Background: an optimization exercise with open tools, aiming at small area. Do not read the settings as production practice.
Only simulation tests tie the RTL to the original design; equivalence was not proved. The flow treats the clock pin as an ideal source, which a real chip does not have.

## flow/design.v (module list and top-level ports; edited modules follow where they fit)
// module fft_8point: 2847 lines
// module fa: 4 lines
// module ha: 4 lines
module fft_8point(
    input clk,
    input rst,
    input  signed [15:0] x_real_0, input signed [15:0] x_imag_0,
    input  signed [15:0] x_real_1, input signed [15:0] x_imag_1,
    input  signed [15:0] x_real_2, input signed [15:0] x_imag_2,
    input  signed [15:0] x_real_3, input signed [15:0] x_imag_3,
    input  signed [15:0] x_real_4, input signed [15:0] x_imag_4,
    input  signed [15:0] x_real_5, input signed [15:0] x_imag_5,
    input  signed [15:0] x_real_6, input signed [15:0] x_imag_6,
    input  signed [15:0] x_real_7, input signed [15:0] x_imag_7,
    output signed [15:0] X_real_0, output signed [15:0] X_imag_0,
    output signed [15:0] X_real_1, output signed [15:0] X_imag_1,
    output signed [15:0] X_real_2, output signed [15:0] X_imag_2,
    output signed [15:0] X_real_3, output signed [15:0] X_imag_3,
    output signed [15:0] X_real_4, output signed [15:0] X_imag_4,
    output signed [15:0] X_real_5, output signed [15:0] X_imag_5,
    output signed [15:0] X_real_6, output signed [15:0] X_imag_6,
    output signed [15:0] X_real_7, output signed [15:0] X_imag_7
);
  // ...
==> flow/flow/run.sh <==
#!/bin/bash
# The standard layout (standard.sh: unchanged synthesis and steps) with two
# settings changed: buf_1 as the port buffer cell, and no dummy clock loads in CTS.
export BUFFER_PORTS_ARGS="-buffer_cell sky130_fd_sc_hd__buf_1"
export CTS_ARGS="-sink_clustering_enable -repair_clock_nets -buf_list sky130_fd_sc_hd__clkbuf_16 -sink_clustering_size 28 -sink_clustering_max_diameter 120 -tree_buf sky130_fd_sc_hd__clkbuf_4 -root_buf sky130_fd_sc_hd__clkbuf_8 -dont_use_dummy_load"
bash standard.sh > standard.log 2>&1
==> flow/standard.sh <==
#!/bin/bash
# synth_recipe.tcl (not shown) runs the flow's synth.tcl, then flattens the netlist and writes it again
# the make line also repeats each setting of config.mk as NAME=value (left out here)
make -C /OpenROAD-flow-scripts/flow DESIGN_CONFIG=/design/flow/config.mk WORK_HOME=/design/flow/orfs CLKGATE_MAP_FILE= SYNTH_SCRIPT=/design/flow/synth_recipe.tcl "${@:-finish}"
==> flow/config.mk <==
export PLATFORM = sky130hd
export DESIGN_NAME = fft_8point
export DESIGN_NICKNAME = fft_8point
export VERILOG_FILES = /design/flow/design.v
export SDC_FILE = /design/flow/constraint.sdc
export NUM_CORES = 4
export LEC_CHECK = 0
export CAP_MARGIN = 20
export CORE_MARGIN = 2
export CORE_UTILIZATION = 60
export CTS_BUF_LIST = sky130_fd_sc_hd__clkbuf_16
export CTS_CLUSTER_DIAMETER = 100
export CTS_CLUSTER_SIZE = 28
export SLEW_MARGIN = 20
export SYNTH_HIERARCHICAL = 1
export SYNTH_MINIMUM_KEEP_SIZE = 0
==> flow/constraint.sdc <==
create_clock -name core_clock -period 10.0 [get_ports {clk}]
set_input_delay 2.0000 -clock core_clock [delete_from_list [all_inputs] [get_ports {clk}]]
set_output_delay 2.0000 -clock core_clock [all_outputs]
set_load 0.01 [all_outputs]
==> impl_metrics.csv, run 1 <==
group,metric,value,unit
cells_and_area,seq_cell_count,754,
cells_and_area,multi_input_area_share,0.5266,
sta,relSlewSlack,0.4011,
floorplan,core-area,0.06551,mm^2
clock_network,htreeDepth,1,
synthesis,ys.flop_type,"dfxtp_1",
setup_path,setup.worst_path.end,"r3_u3r[15]",
cells_and_area,buffers_excl_clock,514,
synthesis,netlist_instances,2749,
synthesis,synth_xor_area_frac,0.02234,
global_route,first_global_vias,23410,
cells_and_area,buf_share,0.04506,
synthesis,synthMuxAreaShare,0.001706,
cells_and_area,fillers,4963,
clock_network,ctsHoldBuffers,0,
worst_hold_path,hp-class,"reg2reg",
sta,clock_skew,0.07469,ns
sta,whs,0.3298,ns
clock_network,cts-root-buf,"clkbuf_8",
clock_network,cts.repair.resized,0,
cells_and_area,multi_input_cells,1539,
synthesis,synth_edf_count,0,
clock_network,post-cts-setup-buffer-count,0,
sta,hold_viol,0,
global_route,grt_start_max_net_pins,170,
cells_and_area,nNetsFinal,4534,
clock_network,numCtsBuffers,30,
sta,timing.fmax,103.2,MHz
outcome,status,"timing/DRC/antenna clean",
setup_path,worst_setup_path_start_kind,"flip-flop",
floorplan,initial_core_util,0.6044,
synthesis,syn_area,0.03959,mm^2
global_route,grt_use_met3,0.04264,
sta,min_period,9.690,ns
==> inputs of run 2 (changes only) <==
==> flow/flow/run.sh (replaced) <==
#!/bin/bash
# The standard layout (standard.sh: unchanged synthesis and steps) with two
# settings changed: buf_1 as the port buffer cell, and no dummy clock loads in CTS.
export BUFFER_PORTS_ARGS="-buffer_cell sky130_fd_sc_hd__buf_1"
export CTS_ARGS="-sink_clustering_enable -repair_clock_nets -buf_list sky130_fd_sc_hd__clkbuf_16 -sink_clustering_size 28 -sink_clustering_max_diameter 120 -tree_buf sky130_fd_sc_hd__clkbuf_8 -root_buf sky130_fd_sc_hd__clkbuf_8 -dont_use_dummy_load"
bash standard.sh > standard.log 2>&1
==> impl_metrics.csv, run 2 <==
group,metric,value,unit
synthesis,postSynth.asyncResetShare,0.003979,
clock_network,clockBufferDepth,3,
sta,relSlewSlack,0.4011,
clock_network,ctsHoldBuffers,0,
detailed_routing,vias,20630,
setup_path,critical_path_class,"reg2reg",
sta,clock_skew,0.07469,ns
sta,min_period,9.690,ns
setup_path,path_max_fanout,9,
global_route,grt_pass1_wl,138300,um
clock_network,clock-sinks,754,
outcome,status,"timing/DRC/antenna clean",
global_route,first_global_vias,23410,
placed_design,port_buffers,513,
synthesis,ys.flop_type,"dfxtp_1",
detailed_routing,wirelength,94830,um
floorplan,num_io_pins,514,
synthesis,synth_warnings,7,
cells_and_area,nNetsFinal,4534,
sta,slew_viol_final,0,
global_route,grt_usage,0.2880,
synthesis,synth_fp_nets,4026,
floorplan,initial_core_util,0.6044,
setup_path,worstPathRequired,10.62,ns
clock_network,path_clk_slew,0.11,ns
detailed_routing,vias_per_cell,5.003,
synthesis,yosysTopAreaCellShare,0.4803,
sta,hold_viol,0,
clock_network,cts-root-buf,"clkbuf_8",
worst_hold_path,hold_end,"r3_46r[12]",
placed_design,numPlacedInstances,4089,
sta,rsz0062_at_grt,"false",
synthesis,synthTopCellsByCount,"fa_1 (950), dfxtp_1 (751), inv_1 (418)",
sta,setup_viol_count_final,0,
clock_network,post-cts-setup-buffer-count,0,
global_route,antenna_found_initial,6,
detailed_routing,wl_per_cell,23.00,um
clock_network,cts_tree,"yes",
synthesis,syn_area,0.03959,mm^2
sta,timing.fmax,103.2,MHz
synthesis,synth_edf_count,0,
floorplan,fp.dieArea,0.06806,mm^2
detailed_routing,post-route-drc-count,0,
setup_path,cp.arrival,10.31,ns
synthesis,synth.area.top_cells,"fa_1 (48%), dfxtp_1 (38%), inv_1 (4.0%)",
cells_and_area,final_cell_count_no_fill,4123,
cells_and_area,syn2layout_area_growth,9.044,%
setup_path,end_kind,"flip-flop",
sta,tightest_slew,0.8983,ns
synthesis,synth.avg_cell_area,14.40,um^2
sta,tns,0,ns
placed_design,post_dp_cell_area,0.04244,mm^2
floorplan,core-area,0.06551,mm^2
placed_design,gp_congestion,0.9278,
detailed_routing,ant_nets,0,
clock_network,clk-insertion-delay-late,0.78,ns
synthesis,synth.most_common_cell,"fa_1",
setup_path,r2r_end,"r3_u3r[15]",
cells_and_area,final_cell_mix,"fa_1 (950), dfxtp_1 (749), buf_1 (513)",
setup_path,ff2ff_setup_slack,0.31,ns
synthesis,netlist_instances,2749,
global_route,grt_start_max_net_pins,170,
setup_path,rr_startpoint,"r2_sd3[0]",
job,maxCapViolations,0,
detailed_routing,drt-pass1-iter-count,4,
floorplan,die_w,260.9,um
worst_hold_path,hp-class,"reg2reg",
floorplan,placementRows,94,
synthesis,ys_types,50,
worst_hold_path,hp-start,"r2_46r[12]",
cells_and_area,fin_area,0.04317,mm^2
detailed_routing,drt-initial-drc-count,1063,
cells_and_area,top_regs,"r2_sd1 x33, r2_sd3 x33",
setup_path,worst-r2r-cell-count,25,
synthesis,synth_seq_cells,754,
sta,period_share,0.9690,
clock_network,htreeDepth,1,
setup_path,cp-startpoint,"r2_sd3[0]",
placed_design,dpl.hpwl,85090,um
clock_network,numCtsBuffers,30,
cells_and_area,fin_util,0.6590,
cells_and_area,final_common_cell,"fa_1",
floorplan,die_h,260.9,um
worst_hold_path,hold_depth,0,
cells_and_area,drive_gt1_frac,0.01290,
global_route,grt_overflow,0,
synthesis,synth_top_area_cell,"fa_1",
setup_path,worst_setup_path_start_kind,"flip-flop",
synthesis,ys_seq_area_frac,0.3817,
==> run 2: area by class of cell <==
type                            count  area (um^2)
Multi-Input combinational cell   1539        22730
Clock buffer                       30        716.9
Tap cell                          864         1081
Sequential cell                   754        15120
Fill cell                        4963        22340
Timing Repair Buffer              514         1946
Inverter                          418         1569
Antenna cell                        4        10.01
==> run 2: timing repair <==
action / in CTS / in global routing
setup endpoints to repair: 0 / 4
hold endpoints to repair: 0 / 0
gates resized for setup: 0 / 4
==> run 2: worst max-delay path by stage <==
stage                            end  slack (ns)  depth (start not counted)
final                     r3_u3r[15]        0.31                         25
after global routing      r3_u3r[15]        0.01                         25
after detailed placement  r3_u3r[15]        0.22                         25
after global placement    r3_u3r[15]        0.35                         25
after floorplan           r3_u3r[15]        0.67                         25
after CTS                 r3_u3r[15]        0.19                         25
==> run 2: modules after synthesis, one instance, submodules excluded <==
module	area, um^2	cells inside
ha	12.51	1
fft_8point	19940	1748
fa	20.02	1
==> run 2: per-layer routing <==
metal	track usage	part of all wire	vias up
met1	0.3674	0.39	10930
li1	-	-	9053
met2	0.5088	0.52	526
met4	0.09365	0.037	0
met3	0.04264	0.050	117
met5	0	0	-
==> run 2: cell families after synthesis <==
family / Yosys count / share of synthesized area
other: 1 / 0.00009471
AOI/OAI and AO/OA: 54 / 0.009007
muxes: 6 / 0.001706
buffers and inverters: 456 / 0.04421
adders and majority gates: 1025 / 0.5037
and+or+nand+nor: 352 / 0.03732
xor gates and xnor gates: 101 / 0.02234
DFF: 754 / 0.3817
==> run 2: critical path, cell delays in order, from the launching register on <==
cell,delay [ns]
dfxtp_2,0.40
ha_1,0.21
fa_1,0.38
fa_1,0.39
fa_1,0.56
fa_1,0.44
fa_1,0.45
and2_1,0.16
a2111oi_1,0.36
nor3_1,0.11
fa_1,0.39
fa_1,0.40
fa_1,0.40
fa_1,0.40
fa_1,0.39
fa_1,0.40
fa_1,0.41
fa_1,0.39
fa_1,0.39
fa_1,0.39
fa_1,0.41
fa_1,0.41
fa_1,0.40
fa_1,0.39
fa_1,0.38
xor2_1,0.17
==> run 2: through the flow <==
step | hold slack [ns] | setup WS (ns)
after global routing | 0.3385 | 0.01230
after global placement | 0.3113 | 0.3491
after floorplan | 0.3096 | 0.6701
after detailed placement | 0.3121 | 0.2227
final | 0.3298 | 0.3100
after CTS | 0.3317 | 0.1949
==> inputs of run 3 (changes only) <==
--- a/flow/config.mk
+++ b/flow/config.mk
@@ -7,7 +7,7 @@
 export LEC_CHECK = 0
 export CAP_MARGIN = 20
 export CORE_MARGIN = 2
-export CORE_UTILIZATION = 60
+export CORE_UTILIZATION = 70
 export CTS_BUF_LIST = sky130_fd_sc_hd__clkbuf_16
 export CTS_CLUSTER_DIAMETER = 100
 export CTS_CLUSTER_SIZE = 28
==> impl_metrics.csv, run 3 <==
group,metric,value,unit
synthesis,synth.avg_cell_area,14.40,um^2
setup_path,end_kind,"flip-flop",
clock_network,clock-sinks,754,
detailed_routing,vias,21070,
synthesis,postSynth.asyncResetShare,0.003979,
setup_path,rr_startpoint,"r2_sd3[0]",
synthesis,syn_area,0.03959,mm^2
setup_path,path_delay_family,"adder cells",
clock_network,path_clk_slew,0.11,ns
setup_path,worst-r2r-cell-count,25,
synthesis,synthTopCellsByCount,"fa_1 (950), dfxtp_1 (751), inv_1 (418)",
placed_design,gp_congestion,1.018,
cells_and_area,fillers,3548,
placed_design,dpl.hpwl,83170,um
cells_and_area,syn2layout_area_growth,8.747,%
setup_path,worst_setup_path_start_kind,"flip-flop",
clock_network,cts_tree,"yes",
synthesis,ys_seq_area_frac,0.3817,
setup_path,cp.arrival,10.28,ns
detailed_routing,post-route-drc-count,0,
setup_path,cp_slowest_cell,"fa_1",
cells_and_area,top_regs,"r2_sd1 x33, r2_sd3 x33",
floorplan,die_w,241.8,um
floorplan,num_io_pins,514,
cells_and_area,fin_area,0.04306,mm^2
synthesis,synth_edf_count,0,
job,maxCapViolations,0,
setup_path,ff2ff_setup_slack,0.34,ns
setup_path,r2r_end,"r3_u3r[15]",
floorplan,die_h,241.8,um
synthesis,synth.most_common_cell,"fa_1",
synthesis,synth_seq_cells,754,
cells_and_area,final_cell_mix,"fa_1 (950), dfxtp_1 (749), buf_1 (513)",
detailed_routing,ant_nets,0,
sta,min_period,9.657,ns
clock_network,clockBufferDepth,3,
sta,tightest_slew,0.8749,ns
clock_network,cts-root-buf,"clkbuf_8",
global_route,grt_usage,0.3320,
sta,hold_viol,0,
detailed_routing,vias_per_cell,5.240,
cells_and_area,nNetsFinal,4534,
setup_path,crit_path_max_incr_delay,0.56,ns
floorplan,initial_core_util,0.7049,
sta,period_share,0.9657,
cells_and_area,final_common_cell,"fa_1",
sta,rsz0062_at_grt,"false",
sta,timing.fmax,103.5,MHz
detailed_routing,wl_per_cell,23.21,um
clock_network,clk-insertion-delay-late,0.75,ns
setup_path,critPathBufInv,0,
cells_and_area,multiInputGateArea,0.02273,mm^2
global_route,antenna_found_initial,17,
synthesis,ys.flop_type,"dfxtp_1",
synthesis,yosysTopAreaCellShare,0.4803,
setup_path,path_max_fanout,9,
detailed_routing,wirelength,93360,um
worst_hold_path,hp-class,"reg2reg",
synthesis,synth_warnings,7,
placed_design,post_dp_cell_area,0.04231,mm^2
worst_hold_path,hp-start,"r2_46r[19]",
placed_design,port_buffers,513,
detailed_routing,drt-pass1-iter-count,5,
cells_and_area,final_cell_count_no_fill,4022,
sta,whs,0.3310,ns
synthesis,synth.area.top_cells,"fa_1 (48%), dfxtp_1 (38%), inv_1 (4.0%)",
global_route,grt_start_max_net_pins,154,
global_route,grt_pass1_wl,140200,um
sta,tns,0,ns
placed_design,numPlacedInstances,3981,
synthesis,synth_top_area_cell,"fa_1",
setup_path,cp_common_cell,"fa_1",
sta,setup_viol_count_final,0,
sta,relSlewSlack,0.4167,
setup_path,worstPathRequired,10.62,ns
outcome,status,"timing/DRC/antenna clean",
sta,slew_viol_final,0,
floorplan,placementRows,87,
worst_hold_path,hold_depth,0,
global_route,grt_overflow,0,
clock_network,post-cts-setup-buffer-count,0,
worst_hold_path,hold_end,"r3_46r[19]",
synthesis,netlist_instances,2749,
detailed_routing,drt-initial-drc-count,1212,
setup_path,critical_path_class,"reg2reg",
floorplan,fp.dieArea,0.05848,mm^2
sta,clock_skew,0.03274,ns
clock_network,htreeDepth,1,
synthesis,ys_types,50,
clock_network,numCtsBuffers,30,
cells_and_area,drive_gt1_frac,0.01290,
synthesis,synth_fp_nets,4026,
floorplan,core-area,0.05617,mm^2
global_route,first_global_vias,24370,
cells_and_area,regArea,0.01512,mm^2
[run 3: modules after synthesis (local to each module, per instance)]
module	times used	cell area, um^2	flops+latches
fa	950	20.02	0
fft_8point	1	19940	754
ha	51	12.51	0
[run 3: timing repair]
item	4_1_cts	5_1_grt
endpoints found under the setup margin	0	5
hold buffers	0	0
gates resized for setup	0	4
[run 3: routing by layer]
metal / part of all wire / vias up / track usage
met5: 0.00059 / - / 0
met4: 0.059 / 8 / 0.1598
li1: - / 9058 / -
met1: 0.38 / 11200 / 0.4351
met2: 0.51 / 620 / 0.5623
met3: 0.046 / 193 / 0.03996
[run 3: cells by family (layout without fill, tap and decap cells)]
logic type               count (synthesis)  count (layout)  share of synthesized area
multiplexers                             6               6                   0.001706
XOR/XNOR                               101             101                    0.02234
adder cells (fa/ha/maj)               1025            1025                     0.5037
other                                    1              12                 0.00009471
AND/OR/NAND/NOR                        352             352                    0.03732
AO/OA/AOI/OAI                           54              54                   0.009007
buffers and inverters                  456             962                    0.04421
flip-flops                             754             754                     0.3817
[run 3: metrics by stage]
stage	worst slack, ns	utilization
final	0.3425	0.7666
after global routing	0.008410	0.7666
after CTS	0.1888	0.7660
after detailed placement	0.2130	0.7532
after global placement	0.3799	0.7532
after floorplan	0.6701	-
[run 3: layout make-up]
cell class                 instances  share of cell area
clock buffer                      30             0.01665
sequential                       754              0.3511
antenna                           11           0.0006393
timing repair buffer             514             0.04519
inverter                         418             0.03644
tap                              756             0.02197
multi-input combinational       1539              0.5280
[run 3: how the worst max path moves through the flow]
stage / cells past startpoint / end / slack, ns / from
after floorplan: 25 / r3_u3r[15] / 0.67 / r2_sd3[0]
final: 25 / r3_u3r[15] / 0.34 / r2_sd3[0]
after CTS: 25 / r3_u3r[15] / 0.19 / r2_sd3[0]
after global placement: 25 / r3_u3r[15] / 0.38 / r2_sd3[0]
after detailed placement: 25 / r3_u3r[15] / 0.21 / r2_sd3[0]
after global routing: 25 / r3_u3r[15] / 0.008 / r2_sd3[0]
==> inputs of run 4 (changes only) <==
--- a/flow/config.mk
+++ b/flow/config.mk
@@ -7,7 +7,7 @@
 export LEC_CHECK = 0
 export CAP_MARGIN = 20
 export CORE_MARGIN = 2
-export CORE_UTILIZATION = 70
+export CORE_UTILIZATION = 50
 export CTS_BUF_LIST = sky130_fd_sc_hd__clkbuf_16
 export CTS_CLUSTER_DIAMETER = 100
 export CTS_CLUSTER_SIZE = 28
==> impl_metrics.csv, run 4 <==
group,metric,value,unit
clock_network,clk-insertion-delay-late,0.78,ns
detailed_routing,drt-initial-drc-count,916,
setup_path,critPathBufInv,0,
setup_path,critical_path_class,"reg2reg",
setup_path,path_max_fanout,6,
cells_and_area,fin_util,0.5518,
floorplan,fp.dieArea,0.08145,mm^2
setup_path,r2r_end,"r3_m3i[15]",
synthesis,netlist_instances,2749,
detailed_routing,wl_per_cell,23.22,um
setup_path,cp-startpoint,"r2_sd3[0]",
clock_network,ctsHoldBuffers,0,
synthesis,synth.avg_cell_area,14.40,um^2
clock_network,cts_tree,"yes",
synthesis,postSynth.asyncResetShare,0.003979,
clock_network,clock-sinks,754,
cells_and_area,syn2layout_area_growth,9.736,%
worst_hold_path,hold_depth,0,
job,maxCapViolations,0,
cells_and_area,drive_gt1_frac,0.01443,
detailed_routing,post-route-drc-count,0,
cells_and_area,multiInputGateArea,0.02275,mm^2
clock_network,cts-root-buf,"clkbuf_8",
floorplan,num_io_pins,514,
cells_and_area,nNetsFinal,4536,
sta,hold_viol,0,
setup_path,path_delay_family,"adder cells",
detailed_routing,vias_per_cell,4.793,
setup_path,rr_startpoint,"r2_sd3[0]",
setup_path,ff2ff_setup_slack,0.36,ns
clock_network,clockBufferDepth,3,
global_route,grt_usage,0.2530,
synthesis,synth.area.top_cells,"fa_1 (48%), dfxtp_1 (38%), inv_1 (4.0%)",
placed_design,dp_slack,0.1963,ns
synthesis,synth_edf_count,0,
cells_and_area,final_cell_mix,"fa_1 (949), dfxtp_1 (749), buf_1 (513)",
global_route,first_global_vias,23840,
setup_path,worst-r2r-cell-count,25,
synthesis,synth_seq_cells,754,
sta,min_period,9.645,ns
sta,period_share,0.9645,
synthesis,syn_area,0.03959,mm^2
sta,tightest_slew,1.175,ns
setup_path,cp_common_cell,"fa_1",
setup_path,end_kind,"flip-flop",
detailed_routing,wirelength,100200,um
synthesis,ys.flop_type,"dfxtp_1",
synthesis,synth_fp_nets,4026,
clock_network,htreeDepth,1,
floorplan,die_h,285.4,um
synthesis,yosysTopAreaCellShare,0.4803,
cells_and_area,final_common_cell,"fa_1",
cells_and_area,regArea,0.01512,mm^2
global_route,grt_start_max_net_pins,187,
setup_path,setup.worst_path.end,"r3_m3i[15]",
worst_hold_path,hp-class,"reg2reg",
global_route,grt_pass1_wl,148200,um
sta,relSlewSlack,0.2169,
sta,rsz0062_at_grt,"false",
detailed_routing,drt-pass1-iter-count,4,
outcome,status,"timing/DRC/antenna clean",
sta,slew_viol_final,0,
placed_design,numPlacedInstances,4276,
floorplan,core-area,0.07874,mm^2
synthesis,synth_top_area_cell,"fa_1",
cells_and_area,fillers,6593,
placed_design,gp_congestion,0.9147,
setup_path,worst_setup_path_start_kind,"flip-flop",
synthesis,ys_seq_area_frac,0.3817,
synthesis,ys_types,50,
floorplan,placementRows,103,
sta,timing.fmax,103.7,MHz
cells_and_area,final_cell_count_no_fill,4315,
setup_path,cp_slowest_cell,"fa_1",
global_route,antenna_found_initial,16,
placed_design,port_buffers,513,
floorplan,die_w,285.4,um
sta,tns,0,ns
clock_network,path_clk_slew,0.11,ns
setup_path,worstPathRequired,10.62,ns
synthesis,synthTopCellsByCount,"fa_1 (950), dfxtp_1 (751), inv_1 (418)",
synthesis,synth_warnings,7,
clock_network,numCtsBuffers,30,
setup_path,crit_path_max_incr_delay,0.56,ns
detailed_routing,vias,20680,
sta,finalWorstSetupSlack,0.3555,ns
floorplan,initial_core_util,0.5028,
setup_path,cp.arrival,10.27,ns
global_route,grt_overflow,0,
setup_path,crit_cells,25,
cells_and_area,top_regs,"r2_sd1 x33, r2_sd3 x33",
sta,setup_viol_count_final,0,
synthesis,synth.most_common_cell,"fa_1",
detailed_routing,ant_nets,0,
sta,clock_skew,0.05623,ns
placed_design,dpl.hpwl,90400,um
==> run 4: Yosys stat by module (local to each module, per instance) <==
module	cells inside	flops+latches
fa	1	0
fft_8point	1748	754
ha	1	0
==> run 4: metrics by stage <==
step,hold WS (ns),instance area [um^2]
after floorplan,0.3096,39590
after global placement,0.3109,42680
after detailed placement,0.3121,42680
after CTS,0.3326,43400
after global routing,0.3372,43440
final,0.3304,43450
==> run 4: timing repair <==
action                                  in CTS  in global routing
gates resized for setup                      0                  9
endpoints found under the setup margin       0                  8
buffers inserted                             0                  1
==> run 4: per-layer routing <==
layer  share of wire  up-vias  global-route usage
li1                -     9067                   -
met1            0.41    11070              0.3379
met2            0.53      470              0.4593
met3           0.035       71             0.02312
met4           0.017        0             0.03966
met5               0        -                   0
==> run 4: cells by family (layout without fill, tap and decap cells) <==
| logic type | count (synthesis) | count (layout) | share of synthesized area |
|---|---|---|---|
| compound gates | 54 | 54 | 0.009007 |
| xor+xnor | 101 | 101 | 0.02234 |
| fa+ha+maj | 1025 | 1025 | 0.5037 |
| buf+inv | 456 | 964 | 0.04421 |
| flops | 754 | 754 | 0.3817 |
| mux | 6 | 6 | 0.001706 |
| other cells | 1 | 9 | 0.00009471 |
| simple gates | 352 | 352 | 0.03732 |
==> run 4: how the worst min path moves through the flow <==
stage / startpoint / end / slack (ns)
after floorplan: r2_46i[0] / r3_46i[0] / 0.31
after global placement: r2_46i[26] / r3_46i[26] / 0.31
after detailed placement: r2_46i[26] / r3_46i[26] / 0.31
after CTS: r2_46r[0] / r3_46r[0] / 0.33
after global routing: r2_46r[0] / r3_46r[0] / 0.34
final: r2_46r[1] / r3_46r[1] / 0.33
==> run 4: layout make-up <==
class / instances / area share
inverters: 418 / 0.03611
flip-flops and latches: 754 / 0.3480
multi-input cells: 1539 / 0.5236
well taps: 1050 / 0.03024
repair buffers: 516 / 0.04513
diodes: 8 / 0.0004608
clock buffers: 30 / 0.01650
==> inputs of run 5 (changes only) <==
==> flow/flow/run.sh (replaced) <==
#!/bin/bash
# The standard layout (standard.sh: unchanged synthesis and steps) with two
# layout settings changed:
#  - the port buffers use the smallest buffer cell (buf_1);
#  - CTS: clkbuf_16 leaf buffers over clusters of up to 28 registers, clkbuf_8
#    for the tree above them, and no dummy clock loads.
export BUFFER_PORTS_ARGS="-buffer_cell sky130_fd_sc_hd__buf_1"
export CTS_ARGS="-sink_clustering_enable -repair_clock_nets -buf_list sky130_fd_sc_hd__clkbuf_16 -sink_clustering_size 28 -sink_clustering_max_diameter 120 -tree_buf sky130_fd_sc_hd__clkbuf_8 -root_buf sky130_fd_sc_hd__clkbuf_8 -dont_use_dummy_load"
bash standard.sh > standard.log 2>&1
--- a/flow/config.mk
+++ b/flow/config.mk
@@ -7,9 +7,9 @@
 export LEC_CHECK = 0
 export CAP_MARGIN = 20
 export CORE_MARGIN = 2
-export CORE_UTILIZATION = 50
+export CORE_UTILIZATION = 60
 export CTS_BUF_LIST = sky130_fd_sc_hd__clkbuf_16
-export CTS_CLUSTER_DIAMETER = 100
+export CTS_CLUSTER_DIAMETER = 120
 export CTS_CLUSTER_SIZE = 28
 export SLEW_MARGIN = 20
 export SYNTH_HIERARCHICAL = 1
==> impl_metrics.csv, run 5 <==
group,metric,value,unit
outcome,status,"timing/DRC/antenna clean",
sta,relSlewSlack,0.4011,
cells_and_area,final_cell_mix,"fa_1 (950), dfxtp_1 (749), buf_1 (513)",
synthesis,synth_edf_count,0,
floorplan,num_io_pins,514,
cells_and_area,syn2layout_area_growth,9.044,%
synthesis,syn_area,0.03959,mm^2
sta,timing.fmax,103.2,MHz
job,maxCapViolations,0,
detailed_routing,ant_nets,0,
detailed_routing,drt-pass1-iter-count,4,
setup_path,path_max_fanout,9,
detailed_routing,wl_per_cell,23.00,um
clock_network,clockBufferDepth,3,
detailed_routing,post-route-drc-count,0,
synthesis,synthTopCellsByCount,"fa_1 (950), dfxtp_1 (751), inv_1 (418)",
setup_path,cp_slowest_cell,"fa_1",
setup_path,end_kind,"flip-flop",
worst_hold_path,hp-class,"reg2reg",
synthesis,yosysTopAreaCellShare,0.4803,
cells_and_area,regArea,0.01512,mm^2
placed_design,port_buffers,513,
setup_path,path_delay_family,"adder cells",
cells_and_area,fin_util,0.6590,
clock_network,path_clk_slew,0.11,ns
cells_and_area,multiInputGateArea,0.02273,mm^2
cells_and_area,final_common_cell,"fa_1",
cells_and_area,final_cell_count_no_fill,4123,
cells_and_area,top_regs,"r2_sd1 x33, r2_sd3 x33",
setup_path,cp_common_cell,"fa_1",
clock_network,htreeDepth,1,
setup_path,crit_path_max_incr_delay,0.56,ns
synthesis,synth.most_common_cell,"fa_1",
sta,tightest_slew,0.8983,ns
clock_network,cts-root-buf,"clkbuf_8",
cells_and_area,nNetsFinal,4534,
synthesis,ys.flop_type,"dfxtp_1",
setup_path,worst_setup_path_start_kind,"flip-flop",
global_route,grt_pass1_wl,138300,um
synthesis,ys_seq_area_frac,0.3817,
synthesis,synth.avg_cell_area,14.40,um^2
cells_and_area,drive_gt1_frac,0.01290,
sta,clock_skew,0.07469,ns
floorplan,die_h,260.9,um
clock_network,clk-insertion-delay-late,0.78,ns
cells_and_area,fillers,4963,
setup_path,cp.arrival,10.31,ns
sta,hold_viol,0,
floorplan,die_w,260.9,um
global_route,first_global_vias,23410,
floorplan,initial_core_util,0.6044,
floorplan,fp.dieArea,0.06806,mm^2
global_route,grt_use_met3,0.04264,
sta,rsz0062_at_grt,"false",
synthesis,netlist_instances,2749,
setup_path,critical_path_class,"reg2reg",
global_route,grt_usage,0.2880,
detailed_routing,wirelength,94830,um
setup_path,worstPathRequired,10.62,ns
clock_network,numCtsBuffers,30,
synthesis,ys_types,50,
sta,slew_viol_final,0,
placed_design,numPlacedInstances,4089,
sta,min_period,9.690,ns
synthesis,synth_fp_nets,4026,
global_route,grt_use_met2,0.5088,
global_route,grt_busiest_layer,"met2",
floorplan,placementRows,94,
global_route,grt_start_max_net_pins,170,
global_route,grt_util_met1,0.3674,
sta,setup_viol_count_final,0,
clock_network,clock-sinks,754,
clock_network,cts_tree,"yes",
global_route,grt_overflow,0,
synthesis,synth_top_area_cell,"fa_1",
placed_design,gp_congestion,0.9278,
synthesis,synth_seq_cells,754,
floorplan,core-area,0.06551,mm^2
clock_network,post-cts-setup-buffer-count,0,
global_route,antenna_found_initial,6,
detailed_routing,vias,20630,
sta,tns,0,ns
detailed_routing,vias_per_cell,5.003,
sta,period_share,0.9690,
synthesis,postSynth.asyncResetShare,0.003979,
synthesis,synth_warnings,7,
setup_path,critPathBufInv,0,
synthesis,synth.area.top_cells,"fa_1 (48%), dfxtp_1 (38%), inv_1 (4.0%)",
detailed_routing,drt-initial-drc-count,1063,
placed_design,dpl.hpwl,85090,um
run 5: cell counts after synthesis:
Identical to the previous run, type by type.
run 5: worst paths after layout:
path | from | end | slack (ns) | depth (start not counted)
setup reg to reg | r2_sd3[0] | r3_u3r[15] | 0.31 | 25
min in group asynchronous | rst | v1 | 1.10 | 2
hold / removal | r2_46r[12] | r3_46r[12] | 0.33 | 0
max in group asynchronous | rst | nv3 | 8.69 | 2
setup / recovery | r2_sd3[0] | r3_u3r[15] | 0.31 | 25
hold reg to reg | r2_46r[12] | r3_46r[12] | 0.33 | 0
run 5: area by class of cell:
class                   count  share of cell area
flip-flops and latches    754              0.3501
diodes                      4           0.0002318
repair buffers            514             0.04506
well taps                 864             0.02504
clock buffers              30             0.01661
inverters                 418             0.03634
multi-input cells        1539              0.5266
run 5: Yosys stat by module (local to each module, per instance):
| module | area, um^2 | cells inside | times used | flops+latches |
|---|---|---|---|---|
| fft_8point | 19940 | 1748 | 1 | 754 |
| fa | 20.02 | 1 | 950 | 0 |
| ha | 12.51 | 1 | 51 | 0 |
run 5: timing repair:
item	in CTS	in global routing
hold buffers	0	0
endpoints found under the setup margin	0	4
gates resized for setup	0	4
run 5: logic make-up (layout without fill, tap and decap cells):
logic type,count (synthesis),in the layout,synth area share
fa+ha+maj,1025,1025,0.5037
flops,754,754,0.3817
buf+inv,456,962,0.04421
simple gates,352,352,0.03732
xor+xnor,101,101,0.02234
compound gates,54,54,0.009007
mux,6,6,0.001706
other cells,1,5,0.00009471
run 5: routing by layer:
layer  wire [um]  vias up
met5           0        -
met4        3535        0
met3        4744      117
met2       49620      526
met1       36930    10930
li1            -     9053
run 5: stage by stage:
stage / area (um^2) / hold slack, ns / worst slack [ns]
after detailed placement: 42440 / 0.3121 / 0.2227
after global routing: 43170 / 0.3385 / 0.01230
after floorplan: 39590 / 0.3096 / 0.6701
after global placement: 42440 / 0.3113 / 0.3491
final: 43170 / 0.3298 / 0.3100
after CTS: 43160 / 0.3317 / 0.1949
run 5: worst register-to-register path, stage by stage, from the launching register on:
cell and delay [ns]:
dfxtp_2 0.40, ha_1 0.21, fa_1 0.38, fa_1 0.39
fa_1 0.56, fa_1 0.44, fa_1 0.45, and2_1 0.16
a2111oi_1 0.36, nor3_1 0.11, fa_1 0.39, fa_1 0.40
fa_1 0.40, fa_1 0.40, fa_1 0.39, fa_1 0.41
fa_1 0.41, fa_1 0.39, fa_1 0.39, fa_1 0.39
fa_1 0.41, fa_1 0.41, fa_1 0.40, fa_1 0.39
fa_1 0.38, xor2_1 0.17
==> inputs of run 6 (changes only) <==
==> flow/flow/run.sh (replaced) <==
#!/bin/bash
# The standard layout (standard.sh: unchanged synthesis and steps) with two
# layout settings changed:
#  - the port buffers use the smallest buffer cell (buf_1);
#  - CTS: clkbuf_16 leaf buffers over clusters of up to 28 registers, clkbuf_8
#    for the tree above them, and no dummy clock loads.
export BUFFER_PORTS_ARGS="-buffer_cell sky130_fd_sc_hd__buf_1"
export CTS_ARGS="-sink_clustering_enable -repair_clock_nets -buf_list sky130_fd_sc_hd__clkbuf_16 -sink_clustering_size 30 -sink_clustering_max_diameter 110 -tree_buf sky130_fd_sc_hd__clkbuf_8 -root_buf sky130_fd_sc_hd__clkbuf_8 -dont_use_dummy_load"
bash standard.sh > standard.log 2>&1
==> impl_metrics.csv, run 6 <==
group,metric,value,unit
synthesis,synth_fp_nets,4026,
sta,tns,0,ns
outcome,status,"timing/DRC/antenna clean",
sta,timing.fmax,103.6,MHz
sta,rsz0062_at_grt,"false",
setup_path,worstPathRequired,10.60,ns
global_route,first_global_vias,23390,
detailed_routing,wirelength,94570,um
floorplan,core-area,0.06551,mm^2
placed_design,port_buffers,513,
setup_path,critical_path_class,"reg2reg",
clock_network,htreeDepth,1,
synthesis,synth.avg_cell_area,14.40,um^2
detailed_routing,ant_nets,0,
floorplan,die_h,260.9,um
floorplan,num_io_pins,514,
sta,hold_viol,0,
detailed_routing,post-route-drc-count,0,
detailed_routing,drt-initial-drc-count,956,
sta,tightest_slew,0.8743,ns
sta,relSlewSlack,0.4171,
job,maxCapViolations,0,
synthesis,synth_top_area_cell,"fa_1",
setup_path,path_max_fanout,9,
clock_network,cts-root-buf,"clkbuf_8",
detailed_routing,vias,20600,
synthesis,synth.area.top_cells,"fa_1 (48%), dfxtp_1 (38%), inv_1 (4.0%)",
placed_design,post_dp_cell_area,0.04244,mm^2
synthesis,netlist_instances,2749,
global_route,antenna_found_initial,7,
clock_network,clock-sinks,754,
synthesis,ys_types,50,
floorplan,placementRows,94,
synthesis,ys_seq_area_frac,0.3817,
global_route,grt_overflow,0,
sta,setup_viol_count_final,0,
setup_path,end_kind,"flip-flop",
floorplan,die_w,260.9,um
global_route,grt_usage,0.2870,
clock_network,path_clk_slew,0.11,ns
setup_path,cp.arrival,10.26,ns
synthesis,yosysTopAreaCellShare,0.4803,
sta,period_share,0.9652,
clock_network,clockBufferDepth,3,
cells_and_area,syn2layout_area_growth,8.962,%
synthesis,syn_area,0.03959,mm^2
sta,slew_viol_final,0,
cells_and_area,fin_area,0.04314,mm^2
global_route,grt_start_max_net_pins,170,
detailed_routing,drt-pass1-iter-count,5,
cells_and_area,fin_util,0.6585,
detailed_routing,vias_per_cell,5.002,
global_route,grt_pass1_wl,137900,um
cells_and_area,drive_gt1_frac,0.01260,
cells_and_area,fillers,4976,
cells_and_area,final_cell_mix,"fa_1 (950), dfxtp_1 (749), buf_1 (513)",
synthesis,synthTopCellsByCount,"fa_1 (950), dfxtp_1 (751), inv_1 (418)",
synthesis,ys.flop_type,"dfxtp_1",
cells_and_area,nNetsFinal,4533,
clock_network,numCtsBuffers,29,
cells_and_area,final_common_cell,"fa_1",
clock_network,ctsHoldBuffers,0,
synthesis,synth_seq_cells,754,
sta,whs,0.3029,ns
synthesis,synth_edf_count,0,
floorplan,fp.dieArea,0.06806,mm^2
worst_hold_path,hp-class,"reg2reg",
sta,clock_skew,0.1137,ns
clock_network,cts_tree,"yes",
synthesis,postSynth.asyncResetShare,0.003979,
sta,min_period,9.652,ns
clock_network,clk-insertion-delay-late,0.79,ns
placed_design,gp_congestion,0.9278,
detailed_routing,wl_per_cell,22.96,um
setup_path,worst_setup_path_start_kind,"flip-flop",
floorplan,initial_core_util,0.6044,
placed_design,dpl.hpwl,85090,um
synthesis,synth_warnings,7,
cells_and_area,top_regs,"r2_sd1 x33, r2_sd3 x33",
synthesis,synth.most_common_cell,"fa_1",
[run 6: cell counts after synthesis]
No cell type changed its count.
[run 6: worst max-delay path, stage by stage (launching register included)]
cell and delay, ns:
dfxtp_2 0.39, ha_1 0.21, fa_1 0.38, fa_1 0.39, fa_1 0.56, fa_1 0.44, fa_1 0.45, and2_1 0.16
a2111oi_1 0.36, nor3_1 0.11, fa_1 0.39, fa_1 0.40, fa_1 0.40, fa_1 0.40, fa_1 0.39, fa_1 0.41
fa_1 0.41, fa_1 0.39, fa_1 0.39, fa_1 0.39, fa_1 0.41, fa_1 0.41, fa_1 0.40, fa_1 0.39
fa_1 0.38, xor2_1 0.17
[run 6: final timing paths]
kind	startpoint	end	slack (ns)	cells past startpoint
max	r2_sd3[0]	r3_u3r[15]	0.35	25
max in group asynchronous	rst	nv3	8.67	2
max reg2reg	r2_sd3[0]	r3_u3r[15]	0.35	25
min	r2_46i[29]	r3_46i[29]	0.30	0
min in group asynchronous	rst	v1	1.11	2
min reg2reg	r2_46i[29]	r3_46i[29]	0.30	0
[run 6: layout make-up]
| cell class | instances | area [um^2] | share of cell area |
|---|---|---|---|
| flip-flops and latches | 754 | 15120 | 0.3504 |
| well taps | 864 | 1081 | 0.02506 |
| clock buffers | 29 | 691.9 | 0.01604 |
| repair buffers | 514 | 1946 | 0.04510 |
| diodes | 1 | 2.502 | 0.00005800 |
| multi-input cells | 1539 | 22730 | 0.5270 |
| inverters | 418 | 1569 | 0.03637 |
[run 6: logic make-up after synthesis]
group	share of synthesized area
flops	0.3817
buf+inv	0.04421
mux	0.001706
simple gates	0.03732
fa+ha+maj	0.5037
compound gates	0.009007
xor+xnor	0.02234
other cells	0.00009471
[run 6: through the flow]
stage          setup WS, ns  instances
5_1_grt             0.05096       4119
3_5_place_dp         0.2227       4089
4_1_cts              0.2318       4118
6_report             0.3483       4119
3_3_place_gp         0.3491       4089
2_1_floorplan        0.6701       2749
[run 6: layer usage]
| metal | GRT usage | up-vias | share of wire |
|---|---|---|---|
| met5 | 0 | - | 0 |
| met2 | 0.5101 | 529 | 0.52 |
| li1 | - | 9045 | - |
| met4 | 0.08810 | 0 | 0.035 |
| met3 | 0.04138 | 106 | 0.051 |
| met1 | 0.3663 | 10920 | 0.39 |
[run 6: what timing repair did]
item,CTS,global route
endpoints found under the hold margin,0,0
endpoints found under the setup margin,0,3
buffers inserted,0,0
resized for setup,0,4
[run 6: per-module statistics from Yosys (local to each module, per instance)]
| module | area [um^2] | cells | copies in the design |
|---|---|---|---|
| ha | 12.51 | 1 | 51 |
| fa | 20.02 | 1 | 950 |
| fft_8point | 19940 | 1748 | 1 |
==> inputs of run 7 (changes only) <==
==> flow/flow/run.sh (replaced) <==
#!/bin/bash
# The standard layout (standard.sh: unchanged synthesis and steps) with two
# layout settings changed:
#  - the port buffers use the smallest buffer cell (buf_1);
#  - CTS: clkbuf_16 leaf buffers over clusters of up to 28 registers, clkbuf_8
#    for the tree above them, and no dummy clock loads.
export BUFFER_PORTS_ARGS="-buffer_cell sky130_fd_sc_hd__buf_1"
export CTS_ARGS="-sink_clustering_enable -repair_clock_nets -buf_list {sky130_fd_sc_hd__clkbuf_8 sky130_fd_sc_hd__clkbuf_16} -sink_clustering_size 28 -sink_clustering_max_diameter 120 -tree_buf sky130_fd_sc_hd__clkbuf_8 -root_buf sky130_fd_sc_hd__clkbuf_8 -dont_use_dummy_load"
bash standard.sh > standard.log 2>&1
==> impl_metrics.csv, run 7 <==
group,metric,value,unit
clock_network,post-cts-setup-buffer-count,0,
floorplan,core-area,0.06551,mm^2
detailed_routing,drt-pass1-iter-count,4,
global_route,grt_start_max_net_pins,170,
detailed_routing,wirelength,94830,um
detailed_routing,drt-initial-drc-count,1063,
clock_network,clockBufferDepth,3,
sta,timing.fmax,103.2,MHz
detailed_routing,ant_nets,0,
synthesis,synth.most_common_cell,"fa_1",
clock_network,path_clk_slew,0.11,ns
job,maxCapViolations,0,
sta,min_period,9.690,ns
setup_path,worstPathRequired,10.62,ns
global_route,first_global_vias,23410,
synthesis,synth.avg_cell_area,14.40,um^2
global_route,grt_overflow,0,
setup_path,end_kind,"flip-flop",
global_route,grt_pass1_wl,138300,um
floorplan,initial_core_util,0.6044,
detailed_routing,vias_per_cell,5.003,
placed_design,port_buffers,513,
synthesis,synth_warnings,7,
cells_and_area,syn2layout_area_growth,9.044,%
setup_path,critical_path_class,"reg2reg",
sta,relSlewSlack,0.4011,
synthesis,synth_fp_nets,4026,
sta,clock_skew,0.07469,ns
synthesis,syn_area,0.03959,mm^2
synthesis,ys_seq_area_frac,0.3817,
synthesis,ys.flop_type,"dfxtp_1",
setup_path,path_max_fanout,9,
synthesis,yosysTopAreaCellShare,0.4803,
setup_path,worst_setup_path_start_kind,"flip-flop",
cells_and_area,drive_gt1_frac,0.01290,
sta,period_share,0.9690,
sta,rsz0062_at_grt,"false",
cells_and_area,final_common_cell,"fa_1",
global_route,antenna_found_initial,6,
clock_network,clock-sinks,754,
synthesis,synth_top_area_cell,"fa_1",
clock_network,clk-insertion-delay-late,0.78,ns
sta,tns,0,ns
synthesis,synth.area.top_cells,"fa_1 (48%), dfxtp_1 (38%), inv_1 (4.0%)",
floorplan,fp.dieArea,0.06806,mm^2
cells_and_area,fin_area,0.04317,mm^2
clock_network,numCtsBuffers,30,
clock_network,cts_tree,"yes",
placed_design,dpl.hpwl,85090,um
outcome,status,"timing/DRC/antenna clean",
floorplan,num_io_pins,514,
synthesis,synth_edf_count,0,
synthesis,synthTopCellsByCount,"fa_1 (950), dfxtp_1 (751), inv_1 (418)",
detailed_routing,post-route-drc-count,0,
setup_path,cp.arrival,10.31,ns
sta,tightest_slew,0.8983,ns
clock_network,htreeDepth,1,
worst_hold_path,hp-class,"reg2reg",
cells_and_area,nNetsFinal,4534,
cells_and_area,fillers,4963,
sta,slew_viol_final,0,
synthesis,netlist_instances,2749,
global_route,grt_usage,0.2880,
detailed_routing,vias,20630,
placed_design,post_dp_cell_area,0.04244,mm^2
synthesis,ys_types,50,
floorplan,die_h,260.9,um
sta,hold_viol,0,
floorplan,placementRows,94,
placed_design,gp_congestion,0.9278,
synthesis,synth_seq_cells,754,
cells_and_area,top_regs,"r2_sd1 x33, r2_sd3 x33",
detailed_routing,wl_per_cell,23.00,um
clock_network,cts-root-buf,"clkbuf_8",
cells_and_area,final_cell_mix,"fa_1 (950), dfxtp_1 (749), buf_1 (513)",
sta,setup_viol_count_final,0,
synthesis,postSynth.asyncResetShare,0.003979,
floorplan,die_w,260.9,um
[run 7: changes by cell type in the layout (fill, tap and decap cells not counted)]
cell | previous run | this run
diode_2 | 1 | 4
clkbuf_16 | 26 | 27
[run 7: area by class of cell]
type,count,area (um^2),share of cell area
Antenna cell,4,10.01,0.0002318
Clock buffer,30,716.9,0.01661
Inverter,418,1569,0.03634
Multi-Input combinational cell,1539,22730,0.5266
Sequential cell,754,15120,0.3501
Tap cell,864,1081,0.02504
Timing Repair Buffer,514,1946,0.04506
[run 7: path summary, 6_finish.rpt]
check                      startpoint         end  slack, ns  cells past startpoint
max                         r2_sd3[0]  r3_u3r[15]       0.31                     25
min                        r2_46r[12]  r3_46r[12]       0.33                      0
max reg2reg                 r2_sd3[0]  r3_u3r[15]       0.31                     25
min reg2reg                r2_46r[12]  r3_46r[12]       0.33                      0
max in group asynchronous         rst         nv3       8.69                      2
min in group asynchronous         rst          v1       1.10                      2
[run 7: metrics by stage]
| step | instances | setup slack [ns] | hold WS [ns] | utilization |
|---|---|---|---|---|
| floorplan | 2749 | 0.6701 | 0.3096 | - |
| finish | 4123 | 0.3100 | 0.3298 | 0.6590 |
| detailed placement | 4089 | 0.2227 | 0.3121 | 0.6479 |
| global route | 4120 | 0.01230 | 0.3385 | 0.6589 |
| CTS | 4119 | 0.1949 | 0.3317 | 0.6588 |
| global placement | 4089 | 0.3491 | 0.3113 | 0.6479 |
[run 7: per-module statistics from Yosys (local to each module, per instance)]
| module | cells | times used | flops+latches |
|---|---|---|---|
| fft_8point | 1748 | 1 | 754 |
| fa | 1 | 950 | 0 |
| ha | 1 | 51 | 0 |
[run 7: routing by layer]
layer	vias to the layer above	track usage	share of wire
met5	-	0	0
met4	0	0.09365	0.037
met3	117	0.04264	0.050
met2	526	0.5088	0.52
met1	10930	0.3674	0.39
li1	9053	-	-
[run 7: cell families after synthesis]
| group | synth area share |
|---|---|
| adders and majority gates | 0.5037 |
| DFF | 0.3817 |
| buffers and inverters | 0.04421 |
| and+or+nand+nor | 0.03732 |
| xor gates and xnor gates | 0.02234 |
| AOI/OAI and AO/OA | 0.009007 |
| muxes | 0.001706 |
| other | 0.00009471 |
[run 7: repair_timing]
item / CTS / global route
setup endpoints to repair: 0 / 4
resized for setup: 0 / 4
endpoints found under the hold margin: 0 / 0
hold buffers: 0 / 0
[run 7: critical path, cell delays in order, from the launching register on]
cell and delay, ns:
dfxtp_2 0.40, ha_1 0.21, fa_1 0.38, fa_1 0.39, fa_1 0.56, fa_1 0.44
fa_1 0.45, and2_1 0.16, a2111oi_1 0.36, nor3_1 0.11, fa_1 0.39, fa_1 0.40
fa_1 0.40, fa_1 0.40, fa_1 0.39, fa_1 0.40, fa_1 0.41, fa_1 0.39
fa_1 0.39, fa_1 0.39, fa_1 0.41, fa_1 0.41, fa_1 0.40, fa_1 0.39
fa_1 0.38, xor2_1 0.17

-- separate check: timing with driven ports --
Ports are ideal in the flow. The routed layouts listed here were re-timed in OpenROAD.
Step 1, drivers: a clkbuf_16 drives clk and a buf_2 each remaining input, both assumed.
Step 2 also shifts input and output timing later by t, the mid clock arrival at the registers, as if the neighbouring blocks saw the same clock.
Three values: ideal ports, drivers, drivers and shift; two values: the first two.
run	shift t [ns]	setup WS [ns]	worst register clock-pin slew, ns
run 1	0.810	0.310 / 0.310 / 0.310	0.11 / 0.11
run 2	0.810	0.310 / 0.310 / 0.310	0.11 / 0.11
run 3	0.790	0.343 / 0.343 / 0.343	0.11 / 0.11
run 4	0.814	0.355 / 0.355 / 0.355	0.12 / 0.12
run 5	0.810	0.310 / 0.310 / 0.310	0.11 / 0.11
run 6	0.798	0.348 / 0.348 / 0.348	0.12 / 0.12
run 7	0.810	0.310 / 0.310 / 0.310	0.11 / 0.11
After both steps every run listed still meets setup and hold.
